Context: an optimization exercise on an open-source flow, tuned for small area. The choices shown serve that exercise and are no tape-out recipe. RTL that was checked went through simulation tests only; none was proved equivalent to the original. No functional check of the RTL was part of run 2. Power figures rest on the tool's default switching activity, not on a simulated workload.

## flow/design.v (module list and top-level ports; edited modules follow where they fit)
// module crc32_gen: 57 lines
// module mac_tx_mode: 147 lines
// module mac_tx: 226 lines
// module mac_rx: 287 lines
// module mac_layer: 83 lines
// module arp_cache: 48 lines
// module arp_tx: 265 lines
// module arp_rx: 211 lines
// module arp_mac_top: 114 lines
// module icmp_rx_ram_8_256: 45 lines
// module icmp: 371 lines
// module ip_tx_mode: 159 lines
// module ip_tx: 289 lines
// module ip_rx: 236 lines
// module ip_layer: 127 lines
// module udp_shift_register: 16 lines
// module udp_tx: 167 lines
// module udp_rx: 131 lines
// module udp_layer: 59 lines
// module udp_ip_mac_top: 140 lines
module udp_ip_mac_top #(
    parameter       LOCAL_MAC = 48'h3C_2B_1A_09_4D_5E,
    parameter       LOCAL_IP  = 32'hC0_A8_01_6E,
    parameter       LOCL_PORT = 16'hF0F0,
    parameter       DEST_MAC  = 48'h04_D9_F5_89_43_66,
    parameter       DEST_IP   = 32'hC0_A8_01_69,
    parameter       DEST_PORT = 16'hA0A0 
)(
    input           rgmii_clk,
    input           rstn,
    input           app_data_in_valid,
    input   [7:0]   app_data_in,      
    input   [15:0]  app_data_length,    
    input           app_data_request, 
    output          udp_send_ack,   
    input           arp_req,
    output          arp_found,
    output          mac_not_exist,
    output          mac_send_end,
    output  [7:0]   udp_rec_rdata ,       
    output  [15:0]  udp_rec_data_length,      
    output          udp_rec_data_valid,        
    output          mac_data_valid,
    output  [7:0]   mac_tx_data,   
    input           rx_en,         
    input   [7:0]   mac_rx_datain
);
  // ...
==> flow/run.sh <==
#!/bin/bash
# synth_recipe.tcl (not shown) runs the flow's synth.tcl, then flattens the netlist and writes it again
# the make line also repeats each setting of config.mk as NAME=value (left out here)
make -C /OpenROAD-flow-scripts/flow DESIGN_CONFIG=/design/flow/config.mk WORK_HOME=/design/flow/orfs CLKGATE_MAP_FILE= SYNTH_SCRIPT=/design/flow/synth_recipe.tcl finish
==> flow/config.mk <==
export PLATFORM = sky130hd
export DESIGN_NAME = udp_ip_mac_top
export DESIGN_NICKNAME = udp_ip_mac_top
export VERILOG_FILES = /design/flow/design.v
export SDC_FILE = /design/flow/constraint.sdc
export NUM_CORES = 4
export LEC_CHECK = 0
export CAP_MARGIN = 20
export CORE_MARGIN = 2
export CORE_UTILIZATION = 40
export PLACE_DENSITY = 0.6
export SLEW_MARGIN = 20
==> flow/constraint.sdc <==
create_clock -name core_clock -period 8.0 [get_ports {rgmii_clk}]
set_input_delay 1.6000 -clock core_clock [delete_from_list [all_inputs] [get_ports {rgmii_clk}]]
set_output_delay 1.6000 -clock core_clock [all_outputs]
set_load 0.01 [all_outputs]
==> impl_metrics.env, run 1 <==
export IMPL_status="timing/DRC/antenna clean"
export IMPL_cp_common_cell="a21oi_1"
export IMPL_utilization_pct=46.2
export IMPL_clk_pin_slew_ns=0.06
export IMPL_synth_top_family_by_area="simple AND/OR/NAND/NOR gates"
export IMPL_ys_ff_latch=3223
export IMPL_worstSetupPathType="flop to flop"
export IMPL_holdCritStartpoint="ip_layer.icmp.icmp_receive_ram.ring[3][1]$_DFF_P_"
export IMPL_top_layer="met4"
export IMPL_r2r_start="ip_layer.ip_tx.identify_code[4]$_SDFFE_PN0P_"
export IMPL_startpoint_type="flop"
export IMPL_well_tap_count=3220
export IMPL_antenna_diode_count=3
export IMPL_clkbuf_count=433
export IMPL_buffers=158
export IMPL_fin_cells=12500
export IMPL_area_share_nonclk_buffers_pct=1.24
export IMPL_route_met2_wl_um=109000
export IMPL_die_h_um=501
export IMPL_power_frac_comb_pct=1.3
export IMPL_clock_sinks=3223
export IMPL_dp_cells=12000
export IMPL_ys_top_cells_by_area="dfxtp_1, nor2_1, xnor2_1, nand2_1, ha_1"
export IMPL_hold_viol=0
export IMPL_synth_common_cells="dfxtp_1, nor2_1, nand2_1"
export IMPL_reg_top3="ip_layer.icmp.icmp_receive_ram.ring x2048, udp_layer.udp_tx.udp_shift_register.sr x64, ip_layer.icmp.icmp_receive_ram.dly x56"
export IMPL_yosys_warnings=28
==> module crc32_gen, before the edit <==
module crc32_gen(
	input         clk,
    input         rstn,
	input         crc32_init,       
	input         crc32_en,         
	input         crc_read, 
    input  [7:0]  data,	 
	output [7:0]  crc_out 
);
    reg [31:0]   crc_temp;
    assign crc_out = crc_read ? ~{crc_temp[24], crc_temp[25], crc_temp[26], crc_temp[27],
    	                          crc_temp[28], crc_temp[29], crc_temp[30], crc_temp[31]} : 8'h00;			  
    always@(posedge clk) 
    begin        
       if(!rstn)
    	    crc_temp <= 32'hffffffff;		  
       else if(crc32_init)
    	    crc_temp <= 32'hffffffff;
       else if(crc32_en)
    	  begin
    		 crc_temp[0]  <= crc_temp[24] ^ crc_temp[30] ^ data[1] ^ data[7];
    		 crc_temp[1]  <= crc_temp[25] ^ crc_temp[31] ^ data[0] ^ data[6] ^ crc_temp[24] ^ crc_temp[30] ^ data[1] ^ data[7];
    		 crc_temp[2]  <= crc_temp[26] ^ data[5]      ^ crc_temp[25] ^ crc_temp[31]^data[0] ^ data[6]^crc_temp[24]^crc_temp[30]^data[1]^data[7];
    		 crc_temp[3]  <= crc_temp[27] ^ data[4]      ^ crc_temp[26] ^ data[5]^crc_temp[25] ^ crc_temp[31]^data[0]^data[6];
    		 crc_temp[4]  <= crc_temp[28] ^ data[3]      ^ crc_temp[27] ^ data[4]^crc_temp[26] ^ data[5]^crc_temp[24]^crc_temp[30]^data[1]^data[7];
    		 crc_temp[5]  <= crc_temp[29] ^ data[2]      ^ crc_temp[28] ^ data[3]^crc_temp[27] ^ data[4]^crc_temp[25]^crc_temp[31]^data[0]^data[6]^crc_temp[24]^crc_temp[30]^data[1]^data[7];
    		 crc_temp[6]  <= crc_temp[30] ^ data[1]      ^ crc_temp[29] ^ data[2]^crc_temp[28] ^ data[3]^crc_temp[26]^data[5]^crc_temp[25]^crc_temp[31]^data[0]^data[6];
    		 crc_temp[7]  <= crc_temp[31] ^ data[0]      ^ crc_temp[29] ^ data[2]^crc_temp[27] ^ data[4]^crc_temp[26]^data[5]^crc_temp[24]^data[7];
    		 crc_temp[8]  <= crc_temp[ 0] ^ crc_temp[28] ^ data[3] ^crc_temp[27] ^ data[4] ^ crc_temp[25]^data[6]^crc_temp[24]^data[7];
    		 crc_temp[9]  <= crc_temp[ 1] ^ crc_temp[29] ^ data[2] ^crc_temp[28] ^ data[3] ^ crc_temp[26]^data[5]^crc_temp[25]^data[6];
    		 crc_temp[10] <= crc_temp[ 2] ^ crc_temp[29] ^ data[2] ^crc_temp[27] ^ data[4] ^ crc_temp[26]^data[5]^crc_temp[24]^data[7];
    		 crc_temp[11] <= crc_temp[ 3] ^ crc_temp[28] ^ data[3] ^crc_temp[27] ^ data[4] ^ crc_temp[25]^data[6]^crc_temp[24]^data[7];
    		 crc_temp[12] <= crc_temp[ 4] ^ crc_temp[29] ^ data[2] ^crc_temp[28] ^ data[3] ^ crc_temp[26]^data[5]^crc_temp[25]^data[6]^crc_temp[24]^crc_temp[30]^data[1]^data[7];
    		 crc_temp[13] <= crc_temp[ 5] ^ crc_temp[30] ^ data[1] ^crc_temp[29] ^ data[2] ^ crc_temp[27]^data[4]^crc_temp[26]^data[5]^crc_temp[25]^crc_temp[31]^data[0]^data[6];
    		 crc_temp[14] <= crc_temp[ 6] ^ crc_temp[31] ^ data[0] ^crc_temp[30] ^ data[1] ^ crc_temp[28]^data[3]^crc_temp[27]^data[4]^crc_temp[26]^data[5];
    		 crc_temp[15] <= crc_temp[ 7] ^ crc_temp[31] ^ data[0] ^crc_temp[29] ^ data[2] ^ crc_temp[28]^data[3]^crc_temp[27]^data[4];
    		 crc_temp[16] <= crc_temp[ 8] ^ crc_temp[29] ^ data[2] ^crc_temp[28] ^ data[3] ^ crc_temp[24]^data[7];
    		 crc_temp[17] <= crc_temp[ 9] ^ crc_temp[30] ^ data[1] ^crc_temp[29] ^ data[2] ^ crc_temp[25]^data[6];
    		 crc_temp[18] <= crc_temp[10] ^ crc_temp[31] ^ data[0] ^crc_temp[30] ^ data[1] ^ crc_temp[26]^data[5];
    		 crc_temp[19] <= crc_temp[11] ^ crc_temp[31] ^ data[0] ^crc_temp[27] ^ data[4];
    		 crc_temp[20] <= crc_temp[12] ^ crc_temp[28] ^ data[3];                    
    		 crc_temp[21] <= crc_temp[13] ^ crc_temp[29] ^ data[2];                    
    		 crc_temp[22] <= crc_temp[14] ^ crc_temp[24] ^ data[7];                    
    		 crc_temp[23] <= crc_temp[15] ^ crc_temp[25] ^ data[6] ^crc_temp[24] ^ crc_temp[30] ^ data[1] ^ data[7];
    		 crc_temp[24] <= crc_temp[16] ^ crc_temp[26] ^ data[5] ^crc_temp[25] ^ crc_temp[31] ^ data[0] ^ data[6];
    		 crc_temp[25] <= crc_temp[17] ^ crc_temp[27] ^ data[4] ^crc_temp[26] ^ data[5];
    		 crc_temp[26] <= crc_temp[18] ^ crc_temp[28] ^ data[3] ^crc_temp[27] ^ data[4] ^ crc_temp[24] ^ crc_temp[30]^data[1]^data[7];
    		 crc_temp[27] <= crc_temp[19] ^ crc_temp[29] ^ data[2] ^crc_temp[28] ^ data[3] ^ crc_temp[25] ^ crc_temp[31]^data[0]^data[6];
    		 crc_temp[28] <= crc_temp[20] ^ crc_temp[30] ^ data[1] ^crc_temp[29] ^ data[2] ^ crc_temp[26] ^ data[5];
    		 crc_temp[29] <= crc_temp[21] ^ crc_temp[31] ^ data[0] ^crc_temp[30] ^ data[1] ^ crc_temp[27] ^ data[4];
    		 crc_temp[30] <= crc_temp[22] ^ crc_temp[31] ^ data[0] ^crc_temp[28] ^ data[3];
    		 crc_temp[31] <= crc_temp[23] ^ crc_temp[29] ^ data[2];
    	  end
    	else if(crc_read)
    	    crc_temp <= {crc_temp[23:0], 8'hff};
    end
endmodule
==> module mac_tx_mode, before the edit <==
module mac_tx_mode(
    input               clk ,
    input               rstn,
    input               mac_send_end,
    input               arp_tx_req,
    input               arp_tx_ready ,
    input      [7:0]    arp_tx_data,
    input               arp_tx_end,
    output reg          arp_tx_ack,
    input               ip_tx_req,
    input               ip_tx_ready,
    input      [7:0]    ip_tx_data,
    input               ip_tx_end,
    output reg          ip_tx_ack,
    input               mac_tx_ack,
    output reg          mac_tx_req,         
    output reg          mac_tx_ready,
    output reg [7:0]    mac_tx_data,
    output reg          mac_tx_end
);
    reg [15:0]    timeout ;
    parameter IDLE       = 5'b00001 ;
    parameter ARP_WAIT   = 5'b00010 ;
    parameter ARP        = 5'b00100 ;
    parameter IP_WAIT    = 5'b01000 ;
    parameter IP         = 5'b10000 ;
    reg [4:0]    state  ;
    reg [4:0]    state_n ;
    always @(posedge clk)
    begin
        if (~rstn)
          state  <=  IDLE  ;
        else
          state  <= state_n ;
    end
    always @(*)
    begin
        case(state)
            IDLE        :
            begin
                if (arp_tx_req)
                    state_n = ARP_WAIT ;
                else if (ip_tx_req)
                    state_n = IP_WAIT  ;
                else
                    state_n = IDLE ;
            end
            ARP_WAIT  :
            begin
                if (mac_tx_ack)
                    state_n = ARP ;
                else
                    state_n = ARP_WAIT ;
            end        
            ARP         :
            begin
                if (mac_send_end)
                    state_n = IDLE ;
                else if (timeout == 16'hffff)
                    state_n = IDLE ;
                else
                    state_n = ARP ;
            end
            IP_WAIT  :
            begin
                if (mac_tx_ack)
                    state_n = IP ;
                else
                    state_n = IP_WAIT ;
            end    
            IP          :
            begin
                if (mac_send_end)
                    state_n = IDLE ;
                else if (timeout == 16'hffff)
                    state_n = IDLE ;
                else
                    state_n = IP ;
            end
            default     :
                state_n = IDLE ;
      endcase
    end
    always @(posedge clk)
    begin
        if (~rstn)
            timeout <= 16'd0 ;
        else if (state == ARP || state == IP)
            timeout <= timeout + 1'b1 ;
        else
            timeout <= 16'd0 ;
    end
    always @(posedge clk)
    begin
        if (~rstn)
            arp_tx_ack <= 1'b0 ;
        else if (state == ARP)
            arp_tx_ack <= 1'b1 ;
        else
            arp_tx_ack <= 1'b0 ;
    end  
    always @(posedge clk)
    begin
        if (~rstn)
            ip_tx_ack <= 1'b0 ;
        else if (state == IP)
            ip_tx_ack <= 1'b1 ;
        else
            ip_tx_ack <= 1'b0 ;
    end 
    always @(posedge clk)
    begin
        if (~rstn)
            mac_tx_req <= 1'b0 ;
        else if (state == ARP_WAIT || state == IP_WAIT)
            mac_tx_req <= 1'b1 ;
        else
            mac_tx_req <= 1'b0 ;
    end   
    always @(posedge clk)
    begin
        if (~rstn)
        begin
            mac_tx_ready      <= 1'b0  ;
            mac_tx_data       <= 8'h00 ;
            mac_tx_end        <= 1'b0  ;
        end
        else if (state == ARP)
        begin
            mac_tx_ready      <= arp_tx_ready ;
            mac_tx_data       <= arp_tx_data ;
            mac_tx_end        <= arp_tx_end ;
        end
        else if (state == IP)
        begin
            mac_tx_ready      <= ip_tx_ready ;
            mac_tx_data       <= ip_tx_data ;
            mac_tx_end        <= ip_tx_end ;
        end
        else
        begin
            mac_tx_ready      <= 1'b0  ;
            mac_tx_data       <= 8'h00 ;
            mac_tx_end        <= 1'b0  ;
        end
    end
endmodule
==> module mac_tx, before the edit <==
module mac_tx(
    input                  clk,
    input                  rstn,
    input                  mac_tx_req,       
    input                  mac_tx_ready,     
    input      [7:0]       mac_frame_data,   
    input                  mac_tx_end,       
    output reg             mac_tx_ack,       
    output reg             mac_data_req,     
    output reg             mac_send_end,     
    output reg [7:0]       mac_tx_data,      
    output reg             mac_data_valid    
) ;
    reg  [3:0]          mac_tx_cnt    ;     
    reg  [7:0]          mac_frame_data_1d ; 
    reg                 mac_tx_end_dly_1d,mac_tx_end_dly_2d ; 
    reg  [7:0]          mac_tx_data_tmp ;   
    reg                 mac_data_valid_tmp ;
    reg  [15:0]         timeout ;           
    parameter SEND_IDLE         =  6'b000_001  ;
    parameter SEND_START        =  6'b000_010  ;
    parameter SEND_PREAMBLE     =  6'b000_100  ;
    parameter SEND_DATA         =  6'b001_000  ;
    parameter SEND_FCS          =  6'b010_000  ;
    parameter SEND_END          =  6'b100_000  ;
    reg [5:0]     send_state   ;
    reg [5:0]     send_state_n ;
    always @(posedge clk)
    begin
        if (~rstn)
            send_state <= SEND_IDLE ;
        else
            send_state <= send_state_n ;
    end
    always @(*)
    begin
        case(send_state)
          SEND_IDLE    :
          begin
              if (mac_tx_req)
                  send_state_n = SEND_START ;
              else
                  send_state_n = SEND_IDLE ;
          end
          SEND_START     :
          begin
              if (mac_tx_ready)
                  send_state_n = SEND_PREAMBLE ;
              else
                  send_state_n = SEND_START ;
          end
          SEND_PREAMBLE   :
          begin
              if (mac_tx_cnt == 7)
                  send_state_n = SEND_DATA ;
              else
                  send_state_n = SEND_PREAMBLE ;
          end
          SEND_DATA       :
          begin
              if (mac_tx_end_dly_2d)
                  send_state_n = SEND_FCS ;
              else if (timeout == 16'hffff)
                  send_state_n = SEND_END ;
              else
                  send_state_n = SEND_DATA ;
          end
          SEND_FCS        :
          begin
              if (mac_tx_cnt == 4)
                  send_state_n = SEND_END ;
              else
                  send_state_n = SEND_FCS ;
          end
          SEND_END        :
              send_state_n = SEND_IDLE  ;
          default         :
              send_state_n = SEND_IDLE  ;
        endcase
    end
    always @(posedge clk)
    begin
       if (~rstn)
           mac_tx_ack <= 1'b0 ;
       else if (send_state == SEND_START)
           mac_tx_ack <= 1'b1 ;
       else
           mac_tx_ack <= 1'b0 ;
    end 
    always @(posedge clk)
    begin
        if (~rstn)
            mac_send_end <= 1'b0 ;
        else if (send_state == SEND_END)
            mac_send_end <= 1'b1 ;
        else
            mac_send_end <= 1'b0 ;
    end
    reg             crcen;
    reg             crcre;
    always @(posedge clk)
    begin
        if (~rstn)
        begin
            crcre   <= 1'b1 ;
            crcen   <= 1'b0 ;
        end
        else if (send_state == SEND_DATA)
        begin
            crcre   <= 1'b0 ;
            crcen   <= 1'b1 ;
        end
        else if(mac_send_end)
        begin
            crcre   <= 1'b1 ;
            crcen   <= 1'b0 ;
        end
        else
        begin
            crcre   <= 1'b0 ;
            crcen   <= 1'b0 ;
        end
    end
    wire [7:0] crc_data;
    wire       crc_out_en;
    assign crc_out_en = (send_state == SEND_FCS);
    crc32_gen crc32_gen(
        .clk           (  clk        ), 
        .rstn          (  rstn       ), 
        .crc32_init    (  crcre      ), 
        .crc32_en      (  crcen      ), 
        .crc_read      (  crc_out_en ), 
        .data          (  mac_tx_data_tmp ),   
        .crc_out       (  crc_data   )  
    );
    always @(posedge clk)
    begin
        if (~rstn)
            mac_data_valid_tmp <= 1'b0 ;
        else if (send_state == SEND_PREAMBLE || send_state == SEND_DATA || (send_state == SEND_FCS && mac_tx_cnt < 4))
            mac_data_valid_tmp <= 1'b1 ;
        else
            mac_data_valid_tmp <= 1'b0 ;
    end
    always @(posedge clk)
    begin
        if (~rstn)
            mac_data_valid <= 1'b0 ;
        else
            mac_data_valid <= mac_data_valid_tmp ;
    end
    always @(posedge clk)
    begin
        if (~rstn)
            mac_data_req <= 1'b0 ;
        else if (send_state == SEND_PREAMBLE && mac_tx_cnt == 4'd3)
            mac_data_req <= 1'b1 ;
        else
            mac_data_req <= 1'b0 ;
    end
    always @(posedge clk)
    begin
        if (~rstn)
            timeout <= 16'd0 ;
        else if (send_state == SEND_DATA)
            timeout <= timeout + 1'b1 ;
        else
            timeout <= 16'd0 ;
    end
    always @(posedge clk)
    begin
        if (~rstn)
        begin
            mac_frame_data_1d <= 8'd0 ;
            mac_tx_end_dly_1d <= 1'b0 ;
            mac_tx_end_dly_2d <= 1'b0;
        end
        else
        begin
            mac_frame_data_1d <= mac_frame_data ;
            mac_tx_end_dly_1d     <= mac_tx_end ;
            mac_tx_end_dly_2d     <= mac_tx_end_dly_1d ;
        end
    end
    always @(posedge clk)
    begin
        if (~rstn)
            mac_tx_cnt <= 4'd0 ;
        else if (send_state == SEND_PREAMBLE || send_state == SEND_FCS)
            mac_tx_cnt <= mac_tx_cnt + 1'b1 ;
        else
            mac_tx_cnt <= 4'd0 ;
    end
    always @(posedge clk)
    begin
        if (~rstn)
            mac_tx_data_tmp <= 8'h00 ;
        else if (send_state == SEND_PREAMBLE)
        begin
            if (mac_tx_cnt < 7)
                mac_tx_data_tmp <= 8'h55 ;
            else
                mac_tx_data_tmp <= 8'hd5 ;
        end
        else if (send_state == SEND_DATA)
            mac_tx_data_tmp <= mac_frame_data_1d ;
    end
    always @(posedge clk)
    begin
        if (~rstn)
            mac_tx_data <= 8'h00 ;
        else if (send_state == SEND_FCS)
        begin
            case(mac_tx_cnt)
                4'd0    : mac_tx_data <= mac_tx_data_tmp ;
                4'd1    , 
                4'd2    , 
                4'd3    , 
                4'd4    : mac_tx_data <= crc_data;
                default : mac_tx_data <= 8'h00 ;
            endcase
        end
        else
            mac_tx_data <= mac_tx_data_tmp ;
    end
endmodule
==> module mac_rx, before the edit <==
module mac_rx #(
    parameter              LOCAL_MAC = 48'h3C_2B_1A_09_4D_5E
)(
    input                  clk,   
    input                  rstn,    
    input                  rx_en,
    input      [7:0]       mac_rx_datain,
    input                  checksum_err,      
    input                  ip_rx_end,         
    input                  arp_rx_end,        
    output reg             ip_rx_req,         
    output reg             arp_rx_req,        
    output     [7:0]       mac_rx_dataout,
    output reg             mac_rec_error ,
    output                 mac_rx_dest_mac_ok     
);
    reg [4:0]               mac_rx_cnt        ;
    reg                     preamble_m       ;    
    reg [3:0]               preamble_cnt     ;
    reg                     ft_hi08, ft_lo00, ft_lo06 ;    
    wire                    ft_ip  = ft_hi08 & ft_lo00 ;
    wire                    ft_arp = ft_hi08 & ft_lo06 ;
    wire                    preamble_ok = preamble_m & (preamble_cnt == 4'd8) ;
    wire                    rx_en_posedge    ;
    reg                     rx_en_1d         ;
    reg [7:0]               mac_rx_data_1d   ;
    reg [7:0]               mac_rx_data_2d   ;
    reg [7:0]               mac_rx_data_3d   ;
    reg  [15:0]             timeout          ;   
    reg                     crc_error        ;
    assign mac_rx_dataout = mac_rx_data_3d ;
    assign rx_en_posedge  = ~rx_en_1d & rx_en ;
    parameter IDLE                =  8'b0000_0001 ;
    parameter REC_PREAMBLE        =  8'b0000_0010 ;
    parameter REC_MAC_HEAD        =  8'b0000_0100 ;
    parameter REC_IDENTIFY        =  8'b0000_1000 ;
    parameter REC_DATA            =  8'b0001_0000 ;
    parameter REC_FCS             =  8'b0010_0000 ;
    parameter REC_ERROR           =  8'b0100_0000 ;
    parameter REC_END             =  8'b1000_0000 ;
    reg [7:0]     rec_state    ;
    reg [7:0]     rec_state_n ;
    always @(posedge clk)
    begin
        if (~rstn)
            rec_state <= IDLE ;
        else 
            rec_state <= rec_state_n ;
    end
    always @(*)
    begin
        case(rec_state)
            IDLE            :  
            begin
                if (rx_en_posedge == 1'b1)
                    rec_state_n = REC_PREAMBLE ;
                else
                    rec_state_n = IDLE ;
            end
            REC_PREAMBLE    :  
            begin
                if (mac_rx_cnt == 7)
                    rec_state_n =  REC_MAC_HEAD  ;
                else
                    rec_state_n =  REC_PREAMBLE    ;
            end
            REC_MAC_HEAD    : 
            begin
                if (!preamble_ok)
                    rec_state_n = REC_ERROR ;
                else if ( mac_rx_cnt == 16'd21)
                    rec_state_n = REC_IDENTIFY ;
                else
                    rec_state_n = REC_MAC_HEAD ; 
            end
            REC_IDENTIFY    : 
            begin
                if (ft_ip || ft_arp)
                    rec_state_n = REC_DATA ;
                else
                    rec_state_n = REC_ERROR ;
            end
            REC_DATA        : 
            begin
                if (checksum_err)
                    rec_state_n = REC_ERROR ;
                else if (ip_rx_end|arp_rx_end)
                    rec_state_n = REC_FCS ;
                else if (timeout == 16'hffff)
                    rec_state_n = REC_ERROR ;
                else
                    rec_state_n = REC_DATA ;
            end                               
            REC_FCS         : 
            begin
                if (crc_error)
                    rec_state_n = REC_ERROR ;
                else if (mac_rx_cnt == 5'd27)
                    rec_state_n = REC_END ;
                else
                    rec_state_n = REC_FCS ;
            end
            REC_ERROR :  rec_state_n = IDLE  ;
            REC_END   :  rec_state_n = IDLE  ;
            default   :  rec_state_n = IDLE  ;
        endcase
    end
    always @(posedge clk)
    begin
        if (~rstn)
        begin
            rx_en_1d       <= 1'b0 ;
            mac_rx_data_1d <= 8'd0 ;
            mac_rx_data_2d <= 8'd0 ;
            mac_rx_data_3d <= 8'd0 ;
        end
        else
        begin
            rx_en_1d        <= rx_en ;                         
            mac_rx_data_1d  <= mac_rx_datain ;                 
            mac_rx_data_2d  <= mac_rx_data_1d ;                
            mac_rx_data_3d  <= mac_rx_data_2d ;                
        end
    end
    always @(posedge clk)
    begin
        if (~rstn)
           timeout <= 16'd0 ;
        else if (rec_state == REC_DATA)
           timeout <= timeout + 1'b1 ;
        else
           timeout <= 16'd0 ;
    end
    always @(posedge clk)
    begin
        if (~rstn)
            mac_rx_cnt <= 5'd0 ;
        else if (rec_state == REC_PREAMBLE || rec_state == REC_MAC_HEAD || rec_state == REC_FCS)
            mac_rx_cnt <= mac_rx_cnt + 1'b1 ;
        else
            mac_rx_cnt <= 5'd0 ;
    end
    always @(posedge clk)
    begin
        if (~rstn)
            mac_rec_error <= 1'b0 ;
        else if (rx_en_posedge)
            mac_rec_error <= 1'b0 ;
        else if (rec_state == REC_ERROR)
            mac_rec_error <= 1'b1 ;
    end
    reg         crcen        ;
    reg         crcre        ;
    reg         crc_eq       ;
    always @(posedge clk)
    begin
        if (~rstn)
        begin
            crcen   <= 1'b0 ;
            crcre   <= 1'b1 ;
        end
        else if ((rec_state == REC_MAC_HEAD && mac_rx_cnt >8) || rec_state == REC_IDENTIFY || rec_state == REC_DATA)
        begin
            crcen   <= 1'b1 ;
            crcre   <= 1'b0 ;
        end
        else if(rec_state == REC_FCS && mac_rx_cnt == 5)
        begin
            crcen   <= 1'b0 ;
            crcre   <= 1'b1 ;
        end
        else
        begin
            crcen   <= 1'b0 ;
            crcre   <= 1'b0 ;
        end
    end
    wire [7:0] crc_data;
    wire       crc_out_en;
    assign crc_out_en = rec_state == REC_FCS;
    crc32_gen crc32_gen(
        .clk           (  clk            ),
        .rstn          (  rstn           ),
        .crc32_init    (  crcre          ),
        .crc32_en      (  crcen          ),
        .crc_read      (  crc_out_en     ),
        .data          (  mac_rx_data_3d ),
        .crc_out       (  crc_data       )
    );
    always @(posedge clk)
    begin
        if (~rstn)
            crc_eq <= 1'b1 ;
        else if (rec_state == REC_FCS && mac_rx_cnt >= 5'd1 && mac_rx_cnt <= 5'd4)
            crc_eq <= (crc_eq | (mac_rx_cnt == 5'd1)) & (crc_data == mac_rx_data_3d) ;
    end
    always @(posedge clk)
    begin
        if (~rstn)
            crc_error <= 1'b0 ;
        else if (rec_state == REC_FCS && mac_rx_cnt == 5)
            crc_error <= ~crc_eq ;
        else
            crc_error <= 1'b0 ;
    end
    always @(posedge clk)
    begin
        if (~rstn) 
            preamble_cnt  <= 4'd0 ;
        else if (rx_en)
        begin
            if (preamble_cnt < 8)
                preamble_cnt <= preamble_cnt + 1'b1 ;
        end
        else
            preamble_cnt <= 4'd0 ;
    end
    always @(posedge clk)
    begin
        if (~rstn)
            preamble_m <= 1'b0 ;
        else if (rx_en)
        begin
            if (preamble_cnt < 8)
                preamble_m <= (preamble_m | (preamble_cnt == 4'd0)) &
                              (mac_rx_datain == ((preamble_cnt == 4'd7) ? 8'hd5 : 8'h55)) ;
        end
        else
            preamble_m <= 1'b0 ;
    end
    reg [5:0] dmac_m ;
    always @(posedge clk)
    begin
        if (~rstn)
            dmac_m <= 6'd0 ;
        else if (rec_state == REC_MAC_HEAD)
        begin
            case(mac_rx_cnt)
                5'd8    : dmac_m[5] <= (mac_rx_data_1d == LOCAL_MAC[47:40]) ;
                5'd9    : dmac_m[4] <= (mac_rx_data_1d == LOCAL_MAC[39:32]) ;
                5'd10   : dmac_m[3] <= (mac_rx_data_1d == LOCAL_MAC[31:24]) ;
                5'd11   : dmac_m[2] <= (mac_rx_data_1d == LOCAL_MAC[23:16]) ;
                5'd12   : dmac_m[1] <= (mac_rx_data_1d == LOCAL_MAC[15:8]) ;
                5'd13   : dmac_m[0] <= (mac_rx_data_1d == LOCAL_MAC[7:0]) ;
                default : ;
            endcase
        end
    end
    assign mac_rx_dest_mac_ok = &dmac_m ;
    always @(posedge clk)
    begin
        if (~rstn)
        begin
            ft_hi08 <= 1'b0 ;
            ft_lo00 <= 1'b1 ;
            ft_lo06 <= 1'b0 ;
        end
        else if (rec_state == REC_MAC_HEAD)
        begin
            if (mac_rx_cnt == 5'd20)
                ft_hi08 <= (mac_rx_data_1d == 8'h08) ;
            if (mac_rx_cnt == 5'd21)
            begin
                ft_lo00 <= (mac_rx_data_1d == 8'h00) ;
                ft_lo06 <= (mac_rx_data_1d == 8'h06) ;
            end
        end
    end
    always @(posedge clk)
    begin
        if (~rstn)
            ip_rx_req <=     1'b0 ;
        else if (rec_state == REC_IDENTIFY &&  ft_ip)
            ip_rx_req <=  1'b1 ;
        else
            ip_rx_req <=  1'b0 ;
    end
    always @(posedge clk)
    begin
        if (~rstn)
            arp_rx_req <= 1'b0 ;
        else if (rec_state == REC_IDENTIFY &&  ft_arp)
            arp_rx_req <= 1'b1 ;
        else
            arp_rx_req <= 1'b0 ;
    end
endmodule
==> module arp_rx, before the edit <==
module arp_rx(
    input                  clk,   
    input                  rstn,    
    input       [31:0]     local_ip_addr,
    input       [47:0]     local_mac_addr,
    input       [ 7:0]     arp_rx_data,                            
    input                  arp_rx_req,                          
    output reg             arp_rx_end,                                      
    input                  arp_reply_ack,           
    output reg             arp_reply_req,           
    output reg [31:0]      arp_rec_sour_ip_addr,          
    output reg [47:0]      arp_rec_sour_mac_addr,               
    output reg             arp_found                       
) ;
    localparam ARP_REQUEST_CODE = 16'h0001 ;
    localparam ARP_REPLY_CODE   = 16'h0002 ;
    reg [3:0]               dip_eq ;       
    reg [3:0]               dip_sub ;      
    reg [5:0]               dmac_eq ;      
    reg                     op_hi0, op_lo1, op_lo2 ;
    reg [6:0]               arp_rx_cnt ;
    wire                    op_request = op_hi0 & op_lo1 ;
    wire                    op_reply   = op_hi0 & op_lo2 ;
    parameter IDLE          = 4'b0001 ;
    parameter ARP_REC_DATA  = 4'b0010 ;
    parameter ARP_WAIT      = 4'b0100 ;
    parameter ARP_END       = 4'b1000 ;
    reg [3:0]    state  ;
    reg [3:0]    state_n ;
    always @(posedge clk)
    begin
        if (~rstn)
            state  <=  IDLE  ;
        else
            state  <= state_n ;
    end
    always @(*)
    begin
        case(state)
            IDLE         : 
            begin
                if (arp_rx_req)
                    state_n = ARP_REC_DATA ;
                else
                    state_n = IDLE ;
            end
            ARP_REC_DATA : 
            begin
                if (arp_rx_cnt == 45)
                    state_n = ARP_WAIT     ;
                else
                    state_n = ARP_REC_DATA ;
            end    
            ARP_WAIT     : 
            begin
                if (arp_rx_cnt == 99)
                    state_n = ARP_END     ;
                else
                    state_n = ARP_WAIT ;
            end              
            ARP_END      : state_n = IDLE ; 
            default      : state_n = IDLE ;
        endcase
    end
    always @(posedge clk)
    begin
        if (~rstn)
            arp_rx_end <= 1'b0 ;
        else if (state == ARP_REC_DATA && arp_rx_cnt == 44)
            arp_rx_end <= 1'b1 ;
        else
            arp_rx_end <= 1'b0 ;
    end
    always @(posedge clk)
    begin
        if (~rstn)
            arp_reply_req  <= 1'b0 ;
        else if (arp_rx_req)
            arp_reply_req  <= 1'b0 ;
        else if (arp_reply_ack)
            arp_reply_req  <= 1'b0 ;
        else if (state == ARP_END)
        begin 
            if (op_request && (&dip_sub))          
                arp_reply_req <= 1'b1 ;
        end
    end
    always @(posedge clk)
    begin
      if (~rstn)
        arp_found  <= 1'b0 ;
      else if (state == ARP_END)
      begin 
          if (op_reply && (&dip_eq) && (&dmac_eq))          
              arp_found <= 1'b1 ;
          else
              arp_found  <= 1'b0 ;
      end
      else
          arp_found  <= 1'b0 ;
    end
    always @(posedge clk)
    begin
        if (~rstn)
            arp_rx_cnt  <= 7'd0 ;
        else if (state == ARP_REC_DATA || state == ARP_WAIT)
            arp_rx_cnt <= arp_rx_cnt + 1'b1 ;
        else
            arp_rx_cnt <= 7'd0 ;
    end
    always @(posedge clk)
    begin
        if (~rstn)
        begin
            op_hi0 <= 1'b1 ;
            op_lo1 <= 1'b0 ;
            op_lo2 <= 1'b0 ;
        end
        else if (state == ARP_REC_DATA && arp_rx_cnt == 7'd6)
            op_hi0 <= (arp_rx_data == 8'h00) ;
        else if (state == ARP_REC_DATA && arp_rx_cnt == 7'd7)
        begin
            op_lo1 <= (arp_rx_data == 8'h01) ;
            op_lo2 <= (arp_rx_data == 8'h02) ;
        end
    end
    always @(posedge clk)
    begin
        if (~rstn)
            arp_rec_sour_mac_addr <= 48'd0 ;
        else if (state == ARP_REC_DATA && arp_rx_cnt == 7'd8)
            arp_rec_sour_mac_addr[47:40] <= arp_rx_data ;
        else if (state == ARP_REC_DATA && arp_rx_cnt == 7'd9)
            arp_rec_sour_mac_addr[39:32] <= arp_rx_data ;
        else if (state == ARP_REC_DATA && arp_rx_cnt == 7'd10)
            arp_rec_sour_mac_addr[31:24] <= arp_rx_data ;
        else if (state == ARP_REC_DATA && arp_rx_cnt == 7'd11)
            arp_rec_sour_mac_addr[23:16] <= arp_rx_data ;
        else if (state == ARP_REC_DATA && arp_rx_cnt == 7'd12)
            arp_rec_sour_mac_addr[15:8] <= arp_rx_data ;
        else if (state == ARP_REC_DATA && arp_rx_cnt == 7'd13)
            arp_rec_sour_mac_addr[7:0] <= arp_rx_data ;
    end
    always @(posedge clk)
    begin
        if (~rstn)
            arp_rec_sour_ip_addr <= 32'd0 ;
        else if (state == ARP_REC_DATA && arp_rx_cnt == 7'd14)
            arp_rec_sour_ip_addr[31:24] <= arp_rx_data ;
        else if (state == ARP_REC_DATA && arp_rx_cnt == 7'd15)
            arp_rec_sour_ip_addr[23:16] <= arp_rx_data ;
        else if (state == ARP_REC_DATA && arp_rx_cnt == 7'd16)
            arp_rec_sour_ip_addr[15:8] <= arp_rx_data ;
        else if (state == ARP_REC_DATA && arp_rx_cnt == 7'd17)
            arp_rec_sour_ip_addr[7:0] <= arp_rx_data ;
    end
    function [5:0] mac_byte_eq_rst;
        input [47:0] m;
        integer k;
        begin
            for (k = 0; k < 6; k = k + 1)
                mac_byte_eq_rst[k] = (m[8*k +: 8] == 8'h00);
        end
    endfunction
    always @(posedge clk)
    begin
        if (~rstn)
            dmac_eq <= mac_byte_eq_rst(local_mac_addr) ;
        else if (state == ARP_REC_DATA && arp_rx_cnt == 7'd18)
            dmac_eq[5] <= (arp_rx_data == local_mac_addr[47:40]) ;
        else if (state == ARP_REC_DATA && arp_rx_cnt == 7'd19)
            dmac_eq[4] <= (arp_rx_data == local_mac_addr[39:32]) ;
        else if (state == ARP_REC_DATA && arp_rx_cnt == 7'd20)
            dmac_eq[3] <= (arp_rx_data == local_mac_addr[31:24]) ;
        else if (state == ARP_REC_DATA && arp_rx_cnt == 7'd21)
            dmac_eq[2] <= (arp_rx_data == local_mac_addr[23:16]) ;
        else if (state == ARP_REC_DATA && arp_rx_cnt == 7'd22)
            dmac_eq[1] <= (arp_rx_data == local_mac_addr[15:8]) ;
        else if (state == ARP_REC_DATA && arp_rx_cnt == 7'd23)
            dmac_eq[0] <= (arp_rx_data == local_mac_addr[7:0]) ;
    end
    always @(posedge clk)
    begin
        if (~rstn)
        begin
            dip_eq  <= {local_ip_addr[31:24] == 8'h00, local_ip_addr[23:16] == 8'h00,
                        local_ip_addr[15:8]  == 8'h00, local_ip_addr[7:0]   == 8'h00} ;
            dip_sub <= 4'hf ;
        end
        else if (state == ARP_REC_DATA && arp_rx_cnt == 7'd24)
        begin
            dip_eq[3]  <= (arp_rx_data == local_ip_addr[31:24]) ;
            dip_sub[3] <= ((arp_rx_data | local_ip_addr[31:24]) == local_ip_addr[31:24]) ;
        end
        else if (state == ARP_REC_DATA && arp_rx_cnt == 7'd25)
        begin
            dip_eq[2]  <= (arp_rx_data == local_ip_addr[23:16]) ;
            dip_sub[2] <= ((arp_rx_data | local_ip_addr[23:16]) == local_ip_addr[23:16]) ;
        end
        else if (state == ARP_REC_DATA && arp_rx_cnt == 7'd26)
        begin
            dip_eq[1]  <= (arp_rx_data == local_ip_addr[15:8]) ;
            dip_sub[1] <= ((arp_rx_data | local_ip_addr[15:8]) == local_ip_addr[15:8]) ;
        end
        else if (state == ARP_REC_DATA && arp_rx_cnt == 7'd27)
        begin
            dip_eq[0]  <= (arp_rx_data == local_ip_addr[7:0]) ;
            dip_sub[0] <= ((arp_rx_data | local_ip_addr[7:0]) == local_ip_addr[7:0]) ;
        end
    end
endmodule
==> inputs of run 2 (changes only) <==
--- a/flow/design.v
+++ b/flow/design.v
@@ -15,5 +15,3 @@
     begin        
-       if(!rstn)
-    	    crc_temp <= 32'hffffffff;		  
-       else if(crc32_init)
+       if(crc32_init)
     	    crc_temp <= 32'hffffffff;
@@ -58,2 +56,18 @@
 endmodule
+module timeout_lfsr (
+    input  clk,
+    input  rstn,
+    input  run,
+    output hit
+);
+    reg [16:0] lfsr ;
+    always @(posedge clk)
+    begin
+        if (run)
+            lfsr <= {lfsr[15:0], ~(lfsr[16] ^ lfsr[13])} ;
+        else
+            lfsr <= 17'd0 ;
+    end
+    assign hit = (lfsr == 17'h1ff01) ;
+endmodule
 `timescale 1ns / 1ps
@@ -79,10 +93,10 @@
 );
-    reg [15:0]    timeout ;
-    parameter IDLE       = 5'b00001 ;
-    parameter ARP_WAIT   = 5'b00010 ;
-    parameter ARP        = 5'b00100 ;
-    parameter IP_WAIT    = 5'b01000 ;
-    parameter IP         = 5'b10000 ;
-    reg [4:0]    state  ;
-    reg [4:0]    state_n ;
+    wire timeout_hit ;
+    parameter IDLE       = 3'd0 ;
+    parameter ARP_WAIT   = 3'd1 ;
+    parameter ARP        = 3'd2 ;
+    parameter IP_WAIT    = 3'd3 ;
+    parameter IP         = 3'd4 ;
+    reg [2:0]    state  ;
+    reg [2:0]    state_n ;
     always @(posedge clk)
@@ -117,3 +131,3 @@
                     state_n = IDLE ;
-                else if (timeout == 16'hffff)
+                else if (timeout_hit)
                     state_n = IDLE ;
@@ -133,3 +147,3 @@
                     state_n = IDLE ;
-                else if (timeout == 16'hffff)
+                else if (timeout_hit)
                     state_n = IDLE ;
@@ -142,11 +156,8 @@
     end
-    always @(posedge clk)
-    begin
-        if (~rstn)
-            timeout <= 16'd0 ;
-        else if (state == ARP || state == IP)
-            timeout <= timeout + 1'b1 ;
-        else
-            timeout <= 16'd0 ;
-    end
+    timeout_lfsr timeout_cnt (
+        .clk  ( clk ),
+        .rstn ( rstn ),
+        .run  ( state == ARP || state == IP ),
+        .hit  ( timeout_hit )
+    );
     always @(posedge clk)
@@ -225,11 +236,11 @@
     reg                 mac_data_valid_tmp ;
-    reg  [15:0]         timeout ;           
-    parameter SEND_IDLE         =  6'b000_001  ;
-    parameter SEND_START        =  6'b000_010  ;
-    parameter SEND_PREAMBLE     =  6'b000_100  ;
-    parameter SEND_DATA         =  6'b001_000  ;
-    parameter SEND_FCS          =  6'b010_000  ;
-    parameter SEND_END          =  6'b100_000  ;
-    reg [5:0]     send_state   ;
-    reg [5:0]     send_state_n ;
+    wire timeout_hit ;
+    parameter SEND_IDLE         =  3'd0  ;
+    parameter SEND_START        =  3'd1  ;
+    parameter SEND_PREAMBLE     =  3'd2  ;
+    parameter SEND_DATA         =  3'd3  ;
+    parameter SEND_FCS          =  3'd4  ;
+    parameter SEND_END          =  3'd5  ;
+    reg [2:0]     send_state   ;
+    reg [2:0]     send_state_n ;
     always @(posedge clk)
@@ -269,3 +280,3 @@
                   send_state_n = SEND_FCS ;
-              else if (timeout == 16'hffff)
+              else if (timeout_hit)
                   send_state_n = SEND_END ;
@@ -367,11 +378,8 @@
     end
-    always @(posedge clk)
-    begin
-        if (~rstn)
-            timeout <= 16'd0 ;
-        else if (send_state == SEND_DATA)
-            timeout <= timeout + 1'b1 ;
-        else
-            timeout <= 16'd0 ;
-    end
+    timeout_lfsr timeout_cnt (
+        .clk  ( clk ),
+        .rstn ( rstn ),
+        .run  ( send_state == SEND_DATA ),
+        .hit  ( timeout_hit )
+    );
     always @(posedge clk)
@@ -380,3 +388,2 @@
         begin
-            mac_frame_data_1d <= 8'd0 ;
             mac_tx_end_dly_1d <= 1'b0 ;
@@ -386,3 +393,2 @@
         begin
-            mac_frame_data_1d <= mac_frame_data ;
             mac_tx_end_dly_1d     <= mac_tx_end ;
@@ -392,2 +398,4 @@
     always @(posedge clk)
+        mac_frame_data_1d <= mac_frame_data ;
+    always @(posedge clk)
     begin
@@ -462,3 +470,3 @@
     reg [7:0]               mac_rx_data_3d   ;
-    reg  [15:0]             timeout          ;   
+    wire timeout_hit ;
     reg                     crc_error        ;
@@ -466,12 +474,12 @@
     assign rx_en_posedge  = ~rx_en_1d & rx_en ;
-    parameter IDLE                =  8'b0000_0001 ;
-    parameter REC_PREAMBLE        =  8'b0000_0010 ;
-    parameter REC_MAC_HEAD        =  8'b0000_0100 ;
-    parameter REC_IDENTIFY        =  8'b0000_1000 ;
-    parameter REC_DATA            =  8'b0001_0000 ;
-    parameter REC_FCS             =  8'b0010_0000 ;
-    parameter REC_ERROR           =  8'b0100_0000 ;
-    parameter REC_END             =  8'b1000_0000 ;
-    reg [7:0]     rec_state    ;
-    reg [7:0]     rec_state_n ;
+    parameter IDLE                =  3'd0 ;
+    parameter REC_PREAMBLE        =  3'd1 ;
+    parameter REC_MAC_HEAD        =  3'd2 ;
+    parameter REC_IDENTIFY        =  3'd3 ;
+    parameter REC_DATA            =  3'd4 ;
+    parameter REC_FCS             =  3'd5 ;
+    parameter REC_ERROR           =  3'd6 ;
+    parameter REC_END             =  3'd7 ;
+    reg [2:0]     rec_state    ;
+    reg [2:0]     rec_state_n ;
     always @(posedge clk)
@@ -522,3 +530,3 @@
                     rec_state_n = REC_FCS ;
-                else if (timeout == 16'hffff)
+                else if (timeout_hit)
                     rec_state_n = REC_ERROR ;
@@ -546,5 +554,2 @@
             rx_en_1d       <= 1'b0 ;
-            mac_rx_data_1d <= 8'd0 ;
-            mac_rx_data_2d <= 8'd0 ;
-            mac_rx_data_3d <= 8'd0 ;
         end
@@ -553,5 +558,2 @@
             rx_en_1d        <= rx_en ;                         
-            mac_rx_data_1d  <= mac_rx_datain ;                 
-            mac_rx_data_2d  <= mac_rx_data_1d ;                
-            mac_rx_data_3d  <= mac_rx_data_2d ;                
         end
@@ -560,9 +562,12 @@
     begin
-        if (~rstn)
-           timeout <= 16'd0 ;
-        else if (rec_state == REC_DATA)
-           timeout <= timeout + 1'b1 ;
-        else
-           timeout <= 16'd0 ;
-    end
+        mac_rx_data_1d  <= mac_rx_datain ;
+        mac_rx_data_2d  <= mac_rx_data_1d ;
+        mac_rx_data_3d  <= mac_rx_data_2d ;
+    end
+    timeout_lfsr timeout_cnt (
+        .clk  ( clk ),
+        .rstn ( rstn ),
+        .run  ( rec_state == REC_DATA ),
+        .hit  ( timeout_hit )
+    );
     always @(posedge clk)
@@ -886,14 +891,14 @@
     reg  [5:0]         arp_send_cnt ;
-    reg  [15:0]        timeout ;
+    wire timeout_hit ;
     reg                mac_send_end_d0 ;
-    parameter IDLE               = 8'b00000001 ;
-    parameter ARP_REQUEST_WAIT_0 = 8'b00000010 ;
-    parameter ARP_REQUEST_WAIT_1 = 8'b00000100 ;
-    parameter ARP_REQUEST        = 8'b00001000 ;
-    parameter ARP_REPLY_WAIT_0   = 8'b00010000 ;
-    parameter ARP_REPLY_WAIT_1   = 8'b00100000 ;
-    parameter ARP_REPLY          = 8'b01000000 ;
-    parameter ARP_END            = 8'b10000000 ;
-    reg [7:0]    state  ;
-    reg [7:0]    next_state ;
+    parameter IDLE               = 3'd0 ;
+    parameter ARP_REQUEST_WAIT_0 = 3'd1 ;
+    parameter ARP_REQUEST_WAIT_1 = 3'd2 ;
+    parameter ARP_REQUEST        = 3'd3 ;
+    parameter ARP_REPLY_WAIT_0   = 3'd4 ;
+    parameter ARP_REPLY_WAIT_1   = 3'd5 ;
+    parameter ARP_REPLY          = 3'd6 ;
+    parameter ARP_END            = 3'd7 ;
+    reg [2:0]    state  ;
+    reg [2:0]    next_state ;
     always @(posedge clk)
@@ -928,3 +933,3 @@
                     next_state = ARP_REQUEST     ;
-                else if (timeout == 16'hffff)
+                else if (timeout_hit)
                     next_state = IDLE ;
@@ -951,3 +956,3 @@
                     next_state = ARP_REPLY     ;
-                else if (timeout == 16'hffff)
+                else if (timeout_hit)
                     next_state = IDLE ;
@@ -1017,16 +1022,11 @@
     end
+    timeout_lfsr timeout_cnt (
+        .clk  ( clk ),
+        .rstn ( rstn ),
+        .run  ( state == ARP_REQUEST_WAIT_1 || state == ARP_REPLY_WAIT_1 ),
+        .hit  ( timeout_hit )
+    );
     always @(posedge clk)
     begin
-        if (~rstn)
-            timeout <= 16'd0 ;
-        else if (state == ARP_REQUEST_WAIT_1 || state == ARP_REPLY_WAIT_1)
-            timeout <= timeout + 1'b1 ;
-        else
-            timeout <= 16'd0 ;
-    end
-    always @(posedge clk)
-    begin
-        if (~rstn)
-            arp_dest_ip_addr  <=  32'd0  ;
-        else if (state == ARP_REQUEST_WAIT_1)
+        if (state == ARP_REQUEST_WAIT_1)
             arp_dest_ip_addr  <= dest_ip_addr ;
@@ -1037,5 +1037,3 @@
     begin
-        if (~rstn)
-            arp_dest_mac_addr  <=  48'd0  ;
-        else if (state == ARP_REQUEST_WAIT_1)
+        if (state == ARP_REQUEST_WAIT_1)
             arp_dest_mac_addr  <= dest_mac_addr ;
@@ -1144,8 +1142,8 @@
     wire                    op_reply   = op_hi0 & op_lo2 ;
-    parameter IDLE          = 4'b0001 ;
-    parameter ARP_REC_DATA  = 4'b0010 ;
-    parameter ARP_WAIT      = 4'b0100 ;
-    parameter ARP_END       = 4'b1000 ;
-    reg [3:0]    state  ;
-    reg [3:0]    state_n ;
+    parameter IDLE          = 2'd0 ;
+    parameter ARP_REC_DATA  = 2'd1 ;
+    parameter ARP_WAIT      = 2'd2 ;
+    parameter ARP_END       = 2'd3 ;
+    reg [1:0]    state  ;
+    reg [1:0]    state_n ;
     always @(posedge clk)
@@ -1249,5 +1247,3 @@
     begin
-        if (~rstn)
-            arp_rec_sour_mac_addr <= 48'd0 ;
-        else if (state == ARP_REC_DATA && arp_rx_cnt == 7'd8)
+        if (state == ARP_REC_DATA && arp_rx_cnt == 7'd8)
             arp_rec_sour_mac_addr[47:40] <= arp_rx_data ;
@@ -1266,5 +1262,3 @@
     begin
-        if (~rstn)
-            arp_rec_sour_ip_addr <= 32'd0 ;
-        else if (state == ARP_REC_DATA && arp_rx_cnt == 7'd14)
+        if (state == ARP_REC_DATA && arp_rx_cnt == 7'd14)
             arp_rec_sour_ip_addr[31:24] <= arp_rx_data ;
@@ -1524,19 +1518,19 @@
     reg                     icmp_rev_error_1d ;
-    reg  [15:0]             timeout ;                  
+    wire timeout_hit ;
     reg  [7:0]              icmp_rx_data_1d ;          
     reg                     mac_send_end_1d ;
-    parameter IDLE             =  12'b00000_0000_001  ;
-    parameter REC_DATA         =  12'b00000_0000_010  ;
-    parameter REC_ODD_DATA     =  12'b00000_0000_100  ;
-    parameter VERIFY_CHECKSUM  =  12'b00000_0001_000  ;
-    parameter REC_ERROR        =  12'b00000_0010_000  ;
-    parameter REC_END_WAIT     =  12'b00000_0100_000  ;
-    parameter GEN_CHECKSUM     =  12'b00000_1000_000  ;
-    parameter SEND_WAIT_0      =  12'b00001_0000_000  ;
-    parameter SEND_WAIT_1      =  12'b00010_0000_000  ;
-    parameter SEND             =  12'b00100_0000_000  ;
-    parameter REC_END          =  12'b01000_0000_000  ;
-    parameter SEND_END         =  12'b10000_0000_000  ;
-    reg [11:0]     state      ;
-    reg [11:0]     state_n ;
+    parameter IDLE             =  4'd0  ;
+    parameter REC_DATA         =  4'd1  ;
+    parameter REC_ODD_DATA     =  4'd2  ;
+    parameter VERIFY_CHECKSUM  =  4'd3  ;
+    parameter REC_ERROR        =  4'd4  ;
+    parameter REC_END_WAIT     =  4'd5  ;
+    parameter GEN_CHECKSUM     =  4'd6  ;
+    parameter SEND_WAIT_0      =  4'd7  ;
+    parameter SEND_WAIT_1      =  4'd8  ;
+    parameter SEND             =  4'd9  ;
+    parameter REC_END          =  4'd10  ;
+    parameter SEND_END         =  4'd11  ;
+    reg [3:0]     state      ;
+    reg [3:0]     state_n ;
     always @(posedge clk)
@@ -1611,3 +1605,3 @@
                   state_n = SEND ;
-              else if (timeout == 16'hffff)
+              else if (timeout_hit)
                   state_n = IDLE ;
@@ -1677,17 +1671,11 @@
     end
+    timeout_lfsr timeout_cnt (
+        .clk  ( clk ),
+        .rstn ( rstn ),
+        .run  ( state == SEND_WAIT_1 ),
+        .hit  ( timeout_hit )
+    );
     always @(posedge clk)
     begin
-        if (~rstn)
-            timeout <= 16'd0 ;
-        else if (state == SEND_WAIT_1)
-            timeout <= timeout + 1'b1 ;
-        else
-            timeout <= 16'd0 ;
-    end
-    always @(posedge clk)
-    begin
-        if (~rstn)
-            icmp_rx_data_1d <= 8'd0 ;
-        else
-            icmp_rx_data_1d <= icmp_rx_data ;
+        icmp_rx_data_1d <= icmp_rx_data ;
     end
@@ -1702,5 +1690,3 @@
     begin
-        if (~rstn)
-            icmp_data_length <= 16'd0 ;
-        else if (state == IDLE)
+        if (state == IDLE)
             icmp_data_length <= upper_layer_data_length ;
@@ -1727,5 +1713,3 @@
     begin
-        if (~rstn)
-            icmp_code <= 8'd0 ;
-        else if (state == REC_DATA && icmp_rx_cnt == 16'd1)
+        if (state == REC_DATA && icmp_rx_cnt == 16'd1)
             icmp_code <= icmp_rx_data ;
@@ -1734,5 +1718,3 @@
     begin
-        if (~rstn)
-            icmp_id <= 16'd0 ;
-        else if (state == REC_DATA && icmp_rx_cnt == 16'd4)
+        if (state == REC_DATA && icmp_rx_cnt == 16'd4)
             icmp_id[15:8] <= icmp_rx_data ;
@@ -1743,5 +1725,3 @@
     begin
-        if (~rstn)
-            icmp_seq <= 16'd0 ;
-        else if (state == REC_DATA && icmp_rx_cnt == 16'd6)
+        if (state == REC_DATA && icmp_rx_cnt == 16'd6)
             icmp_seq[15:8] <= icmp_rx_data ;
@@ -1775,5 +1755,3 @@
     begin
-        if(rstn == 1'b0)
-            checksum_acc <= 17'd0;
-        else if (state == REC_DATA)
+        if (state == REC_DATA)
         begin
@@ -1816,5 +1794,3 @@
     begin
-        if(rstn == 1'b0)
-            reply_acc <= 17'd0;
-        else if (state == REC_DATA)
+        if (state == REC_DATA)
         begin
@@ -1889,10 +1865,10 @@
     localparam ip_icmp_type = 8'h01 ;
-    reg [15:0]    timeout ;
-    parameter IDLE      = 5'b00001 ;
-    parameter UDP_WAIT  = 5'b00010 ;
-    parameter UDP       = 5'b00100 ;
-    parameter ICMP_WAIT = 5'b01000 ;
-    parameter ICMP      = 5'b10000 ;
-    reg [4:0]    state  ;
-    reg [4:0]    next_state ;
+    wire timeout_hit ;
+    parameter IDLE      = 3'd0 ;
+    parameter UDP_WAIT  = 3'd1 ;
+    parameter UDP       = 3'd2 ;
+    parameter ICMP_WAIT = 3'd3 ;
+    parameter ICMP      = 3'd4 ;
+    reg [2:0]    state  ;
+    reg [2:0]    next_state ;
     always @(posedge clk)
@@ -1927,3 +1903,3 @@
                   next_state = IDLE ;
-              else if (timeout == 16'hffff)
+              else if (timeout_hit)
                   next_state = IDLE ;
@@ -1943,3 +1919,3 @@
                   next_state = IDLE ;
-              else if (timeout == 16'hffff)
+              else if (timeout_hit)
                   next_state = IDLE ;
@@ -1952,16 +1928,11 @@
     end
+    timeout_lfsr timeout_cnt (
+        .clk  ( clk ),
+        .rstn ( rstn ),
+        .run  ( state == UDP || state == ICMP ),
+        .hit  ( timeout_hit )
+    );
     always @(posedge clk)
     begin
-        if (~rstn)
-            timeout <= 16'd0 ;
-        else if (state == UDP || state == ICMP)
-            timeout <= timeout + 1'b1 ;
-        else
-            timeout <= 16'd0 ;
-    end
-    always @(posedge clk)
-    begin
-        if (~rstn)
-            ip_send_data_length <= 16'd0 ;
-        else if (state == ICMP_WAIT || state == ICMP)
+        if (state == ICMP_WAIT || state == ICMP)
             ip_send_data_length <= icmp_send_data_length ;
@@ -2068,15 +2039,15 @@
     reg  [15:0]    ip_send_cnt ;
-    reg  [15:0]    timeout ;
+    wire timeout_hit ;
     reg  [3:0]     wait_cnt ;
     reg            mac_send_end_1d ;
-    parameter IDLE             = 8'b0000_0001 ;
-    parameter START            = 8'b0000_0010 ;
-    parameter WAIT_DATA_LENGTH = 8'b0000_0100 ;
-    parameter GEN_CHECKSUM     = 8'b0000_1000 ;
-    parameter SEND_WAIT        = 8'b0001_0000 ;
-    parameter WAIT_MAC         = 8'b0010_0000 ;
-    parameter IP_SEND          = 8'b0100_0000 ;
-    parameter IP_END           = 8'b1000_0000 ;
-    reg [7:0]    state  ;
-    reg [7:0]    next_state ;
+    parameter IDLE             = 3'd0 ;
+    parameter START            = 3'd1 ;
+    parameter WAIT_DATA_LENGTH = 3'd2 ;
+    parameter GEN_CHECKSUM     = 3'd3 ;
+    parameter SEND_WAIT        = 3'd4 ;
+    parameter WAIT_MAC         = 3'd5 ;
+    parameter IP_SEND          = 3'd6 ;
+    parameter IP_END           = 3'd7 ;
+    reg [2:0]    state  ;
+    reg [2:0]    next_state ;
     always @(posedge clk )
@@ -2123,3 +2094,3 @@
                     next_state = WAIT_MAC ;
-                else if (timeout == 16'hffff)
+                else if (timeout_hit)
                     next_state = IDLE ;
@@ -2132,3 +2103,3 @@
                     next_state = IP_SEND ;
-                else if (timeout == 16'hffff)
+                else if (timeout_hit)
                     next_state = IDLE ;
@@ -2198,13 +2169,8 @@
     end
-    always @(posedge clk )
-    begin
-        if (~rstn)
-            timeout <= 16'd0 ;
-        else if (upper_tx_ready)
-            timeout <= 16'd0 ;
-        else if (state == SEND_WAIT || state == WAIT_MAC)
-            timeout <= timeout + 1'b1 ;
-        else
-            timeout <= 16'd0 ;
-    end
+    timeout_lfsr timeout_cnt (
+        .clk  ( clk ),
+        .rstn ( rstn ),
+        .run  ( ~upper_tx_ready && (state == SEND_WAIT || state == WAIT_MAC) ),
+        .hit  ( timeout_hit )
+    );
     always @(posedge clk )
@@ -2227,5 +2193,2 @@
     begin
-        if (~rstn)
-            send_length_1d  <= 16'd0 ;
-        else
         begin
@@ -2253,5 +2216,3 @@
     begin
-        if (~rstn)
-            checksum <= 16'd0 ;
-        else if (state == GEN_CHECKSUM && ip_send_cnt == 16'd8)
+        if (state == GEN_CHECKSUM && ip_send_cnt == 16'd8)
             checksum <= ~hdr_fold2 ;
@@ -2329,3 +2290,2 @@
     output reg [15:0]      ip_total_data_length,          
-    output reg [7:0]       net_protocol,                  
     output reg             ip_rx_end,
@@ -2347,2 +2307,3 @@
     reg  [15:0]            ip_rx_cnt ;
+    reg                    proto_udp, proto_icmp ;    
     reg  [15:0]            ip_rec_data_length ;
@@ -2351,9 +2312,9 @@
     wire [5:0]             header_length ;
-    parameter IDLE             =  5'b00001  ;
-    parameter REC_HEADER0      =  5'b00010  ;
-    parameter REC_HEADER1      =  5'b00100  ;
-    parameter REC_DATA         =  5'b01000  ;
-    parameter REC_END          =  5'b10000  ;
-    reg [4:0]     state      ;
-    reg [4:0]     state_n ;
+    parameter IDLE             =  3'd0  ;
+    parameter REC_HEADER0      =  3'd1  ;
+    parameter REC_HEADER1      =  3'd2  ;
+    parameter REC_DATA         =  3'd3  ;
+    parameter REC_END          =  3'd4  ;
+    reg [2:0]     state      ;
+    reg [2:0]     state_n ;
     always @(posedge clk)
@@ -2430,3 +2391,3 @@
             udp_rx_req <= 1'b0 ;
-        else if (state == REC_HEADER1 && net_protocol == 8'h11 && ip_rx_cnt == header_length - 2)
+        else if (state == REC_HEADER1 && proto_udp && ip_rx_cnt == header_length - 2)
             udp_rx_req <= 1'b1 ;
@@ -2439,3 +2400,3 @@
             icmp_rx_req <= 1'b0 ;
-        else if (state == REC_HEADER1 && net_protocol == 8'h01 && ip_rx_cnt == header_length - 2)
+        else if (state == REC_HEADER1 && proto_icmp && ip_rx_cnt == header_length - 2)
             icmp_rx_req <= 1'b1 ;
@@ -2446,12 +2407,3 @@
     always @(posedge clk)
-    begin
-        if (~rstn)
-        begin
-            ip_rx_data_1d <= 8'd0 ;
-        end
-        else
-        begin
-            ip_rx_data_1d <= ip_rx_data ;
-        end
-    end  
+        ip_rx_data_1d <= ip_rx_data ;
     always @(posedge clk)
@@ -2467,5 +2419,3 @@
     begin
-        if (~rstn)
-            ip_total_data_length <= 16'd0 ;
-        else if (state == REC_HEADER1)
+        if (state == REC_HEADER1)
         begin
@@ -2479,5 +2429,3 @@
     begin
-        if (~rstn)
-            header_length_buf <= 4'd0 ;
-        else if (state == REC_HEADER0 && ip_rx_cnt == 16'd0)
+        if (state == REC_HEADER0 && ip_rx_cnt == 16'd0)
             header_length_buf <= ip_rx_data[3:0] ;
@@ -2486,5 +2434,3 @@
     begin
-        if (~rstn)
-            ip_rec_data_length <= 16'd0 ;
-        else if (state == REC_HEADER0 && ip_rx_cnt == 16'd2)
+        if (state == REC_HEADER0 && ip_rx_cnt == 16'd2)
             ip_rec_data_length[15:8] <= ip_rx_data  ;
@@ -2496,5 +2442,5 @@
         if (~rstn)
-            net_protocol <= 8'd0 ;
+            begin proto_udp <= 1'b0 ; proto_icmp <= 1'b0 ; end
         else if (state == REC_HEADER1 && ip_rx_cnt == 16'd9)
-            net_protocol <= ip_rx_data ;
+            begin proto_udp <= (ip_rx_data == 8'h11) ; proto_icmp <= (ip_rx_data == 8'h01) ; end
     end
@@ -2518,5 +2464,3 @@
     begin
-        if (~rstn)
-            checksum_acc <= 17'd0;
-        else if (state == REC_HEADER0 || state == REC_HEADER1)
+        if (state == REC_HEADER0 || state == REC_HEADER1)
         begin
@@ -2581,3 +2525,2 @@
     output             ip_addr_check_error ,                                                       
-    output [7:0]       net_protocol,           
     output [15:0]      upper_layer_data_length,
@@ -2675,3 +2618,2 @@
         .ip_total_data_length     (  icmp_send_data_length    ), 
-        .net_protocol             (  net_protocol             ), 
         .ip_rx_end                (  ip_rx_end                ), 
@@ -2779,6 +2721,3 @@
     begin
-        if(~rstn) 
-            udp_packet_length <= 16'h0008;       
-        else
-            udp_packet_length <= app_data_length + 16'h0008;       
+        udp_packet_length <= app_data_length + 16'h0008;       
     end
@@ -2882,12 +2821,12 @@
     reg                     port_hi_eq, port_lo_eq ;    
-    localparam IDLE             =  8'b0000_0001  ;
-    localparam REC_HEAD         =  8'b0000_0010  ;
-    localparam REC_DATA         =  8'b0000_0100  ;
-    localparam REC_ODD_DATA     =  8'b0000_1000  ;
-    localparam VERIFY_CHECKSUM  =  8'b0001_0000  ;
-    localparam REC_ERROR        =  8'b0010_0000  ;
-    localparam REC_END_WAIT     =  8'b0100_0000  ;
-    localparam REC_END          =  8'b1000_0000  ;
-    reg [7:0]     state      ;
-    reg [7:0]     state_n ;
+    localparam IDLE             =  3'd0  ;
+    localparam REC_HEAD         =  3'd1  ;
+    localparam REC_DATA         =  3'd2  ;
+    localparam REC_ODD_DATA     =  3'd3  ;
+    localparam VERIFY_CHECKSUM  =  3'd4  ;
+    localparam REC_ERROR        =  3'd5  ;
+    localparam REC_END_WAIT     =  3'd6  ;
+    localparam REC_END          =  3'd7  ;
+    reg [2:0]     state      ;
+    reg [2:0]     state_n ;
     always @(posedge clk)
@@ -2949,5 +2888,3 @@
     begin
-        if (~rstn)
-            udp_data_length <= 16'd0 ;
-        else if (state == REC_HEAD && udp_rx_cnt > 16'd3 && udp_rx_cnt < 16'd6)
+        if (state == REC_HEAD && udp_rx_cnt > 16'd3 && udp_rx_cnt < 16'd6)
             udp_data_length <= {udp_data_length[7:0],udp_rx_data};
@@ -3164,3 +3101,2 @@
         .ip_addr_check_error     (  ip_addr_check_error      ), 
-        .net_protocol            (  net_protocol             ), 
         .upper_layer_data_length (  upper_layer_data_length  ), 
--- a/flow/config.mk
+++ b/flow/config.mk
@@ -10,2 +10,5 @@
 export CORE_UTILIZATION = 40
+export CTS_BUF_LIST = sky130_fd_sc_hd__clkbuf_8
+export CTS_CLUSTER_DIAMETER = 50
+export CTS_CLUSTER_SIZE = 20
 export PLACE_DENSITY = 0.6
==> run 2 against run 1 <==
  * Total power down 20%
  * Core utilization shrank 2.2 points
  * Clock power down 43%
  * Sequential share of layout area rose by 7.3 points
  * Synthesized cell count down 14%
  * Count of clock-buffer cells in the layout shrank 201
  * Fmax down 9.2%
  * First-iteration DRC count down 18%
  * Wire length down 11%
  * Worst hold slack gained 0.0010 ns
  * Register-to-register slack worse by 0.65 ns
  * Critical path type unchanged
  * Critical endpoint is now ip_layer.ip_tx.checksum[14]$_DFFE_PP_
  * Highest routed layer is now met5
==> impl_metrics.env, run 2 <==
export IMPL_status="timing/DRC/antenna clean"
export IMPL_ys_ff_latch=3189
export IMPL_viasPerCell=4.95
export IMPL_clock_sinks=3189
export IMPL_cts_resized=0
export IMPL_reg_top3="ip_layer.icmp.icmp_receive_ram.ring x2048, udp_layer.udp_tx.udp_shift_register.sr x64, ip_layer.icmp.icmp_receive_ram.dly x56"
export IMPL_slowest_delay_ns=0.50
export IMPL_h_tree_depth=4
export IMPL_die_h_um=490
export IMPL_setup_worst_path_end_class="flop"
export IMPL_synth_common_cells="dfxtp_1, nor2_1, nand2_1"
export IMPL_routedWlPerCell_um=19.0
export IMPL_pwr_density_cell_mw_per_mm2=245
export IMPL_cts_path_max_buffers=3
export IMPL_arrival_ns=7.86
export IMPL_cts_buffers=224
export IMPL_skew_ns=0.0678
export IMPL_worstSetupPathType="flop to flop"
export IMPL_final_common_cell="dfxtp_1"
export IMPL_yosys_warnings=29
export IMPL_largest_reg_flops=2048
export IMPL_drt_iter0_drc=3722
export IMPL_hold_viol=0
export IMPL_hp_class="flop to flop"
export IMPL_startpoint_type="flop"
export IMPL_area_delta_synth_final_pct=9.45
export IMPL_finalSetupViolCount=0
export IMPL_drc_errors=0
export IMPL_ys_top_cells_by_area="dfxtp_1, edfxtp_1, xnor2_1, ha_1, nor2_1"
export IMPL_synth_top_cell_area_share_pct=61.9
export IMPL_leakagePower_nw=39.0
export IMPL_first_global_vias=53200
export IMPL_layout_common_cells="dfxtp_1, nor2_1, nand2_1"
export IMPL_clk_pin_slew_ns=0.11
run 2: stage by stage:
step	hold WS (ns)	cells	total power, mW	utilization [%]
after floorplan	0.310	7684	17.0	-
after global placement	0.310	10700	17.2	42.0
after detailed placement	0.312	10700	17.2	42.0
after CTS	0.270	11000	25.6	44.0
final	0.272	11100	25.3	44.0
after global routing	0.293	11100	26.2	44.0
run 2: report_power, final:
part	internal [mW]	switching, mW	leakage, nW
Combinational	0.223	0.363	10.5
Clock	3.11	5.38	2.38
Sequential	16.1	0.0924	26.2
run 2: final timing paths:
path | startpoint | end | depth (start not counted)
min reg2reg | ip_layer.icmp.icmp_receive_ram.ring[211][1]$_DFF_P_ | ip_layer.icmp.icmp_receive_ram.ring[212][1]$_DFF_P_ | 0
min | ip_layer.icmp.icmp_receive_ram.ring[211][1]$_DFF_P_ | ip_layer.icmp.icmp_receive_ram.ring[212][1]$_DFF_P_ | 0
min in group asynchronous | rstn | arp_mac_top_U1.arp_cache.mac_not_exist$_DFF_PN0_ | 1
max in group asynchronous | rstn | arp_mac_top_U1.arp_cache.mac_not_exist$_DFF_PN0_ | 1
max | ip_layer.ip_tx.identify_code[8]$_SDFFE_PN0P_ | ip_layer.ip_tx.checksum[14]$_DFFE_PP_ | 30
max reg2reg | ip_layer.ip_tx.identify_code[8]$_SDFFE_PN0P_ | ip_layer.ip_tx.checksum[14]$_DFFE_PP_ | 30
run 2: cells by family (layout without fill, tap and decap cells):
family          count (synthesis)  count (layout)  share of synthesized area (%)
xor+xnor                      487             487                           4.51
simple gates                 2052            2052                           10.8
buf+inv                       458             673                           1.84
compound gates               1214            1214                           8.77
flops                        3189            3189                           70.3
fa+ha+maj                     213             213                           2.89
mux                            71              71                          0.876
other cells                     0               4                              0
run 2: critical path, delay by kind of cell (launching register included):
kind / cells / cell delay (ns)
AND/OR/NAND/NOR: 12 / 2.88
AO/OA/AOI/OAI: 9 / 1.93
flip-flops: 1 / 0.40
XOR/XNOR: 2 / 0.24
buffers and inverters: 2 / 0.13
adder cells (fa/ha/maj): 5 / 1.25
run 2: routing by layer:
layer	GRT usage [%]	vias up	wire length, um	share of wire, %
li1	-	26700	-	-
met1	23.0	26400	96800	46
met2	27.9	1225	97300	46
met3	2.50	391	9360	4.5
met4	5.90	2	6840	3.3
met5	0	-	10	0.0048
run 2: layout make-up:
class	count	area, um^2
Fill cell	21600	132000
Sequential cell	3189	66500
Multi-Input combinational cell	4037	26500
Tap cell	3150	3940
Clock buffer	232	3190
Clock inverter	115	1430
Timing Repair Buffer	149	1300
Inverter	177	667
Antenna cell	4	10.0

Re-timed with assumed drivers on the ports (clkbuf_16 on the clock, buf_2 on other inputs), run 2 has 0.899 ns of setup slack against 0.899 ns with ideal ports, and 0.899 ns once port delays also move by the mid clock arrival of 1.115 ns.
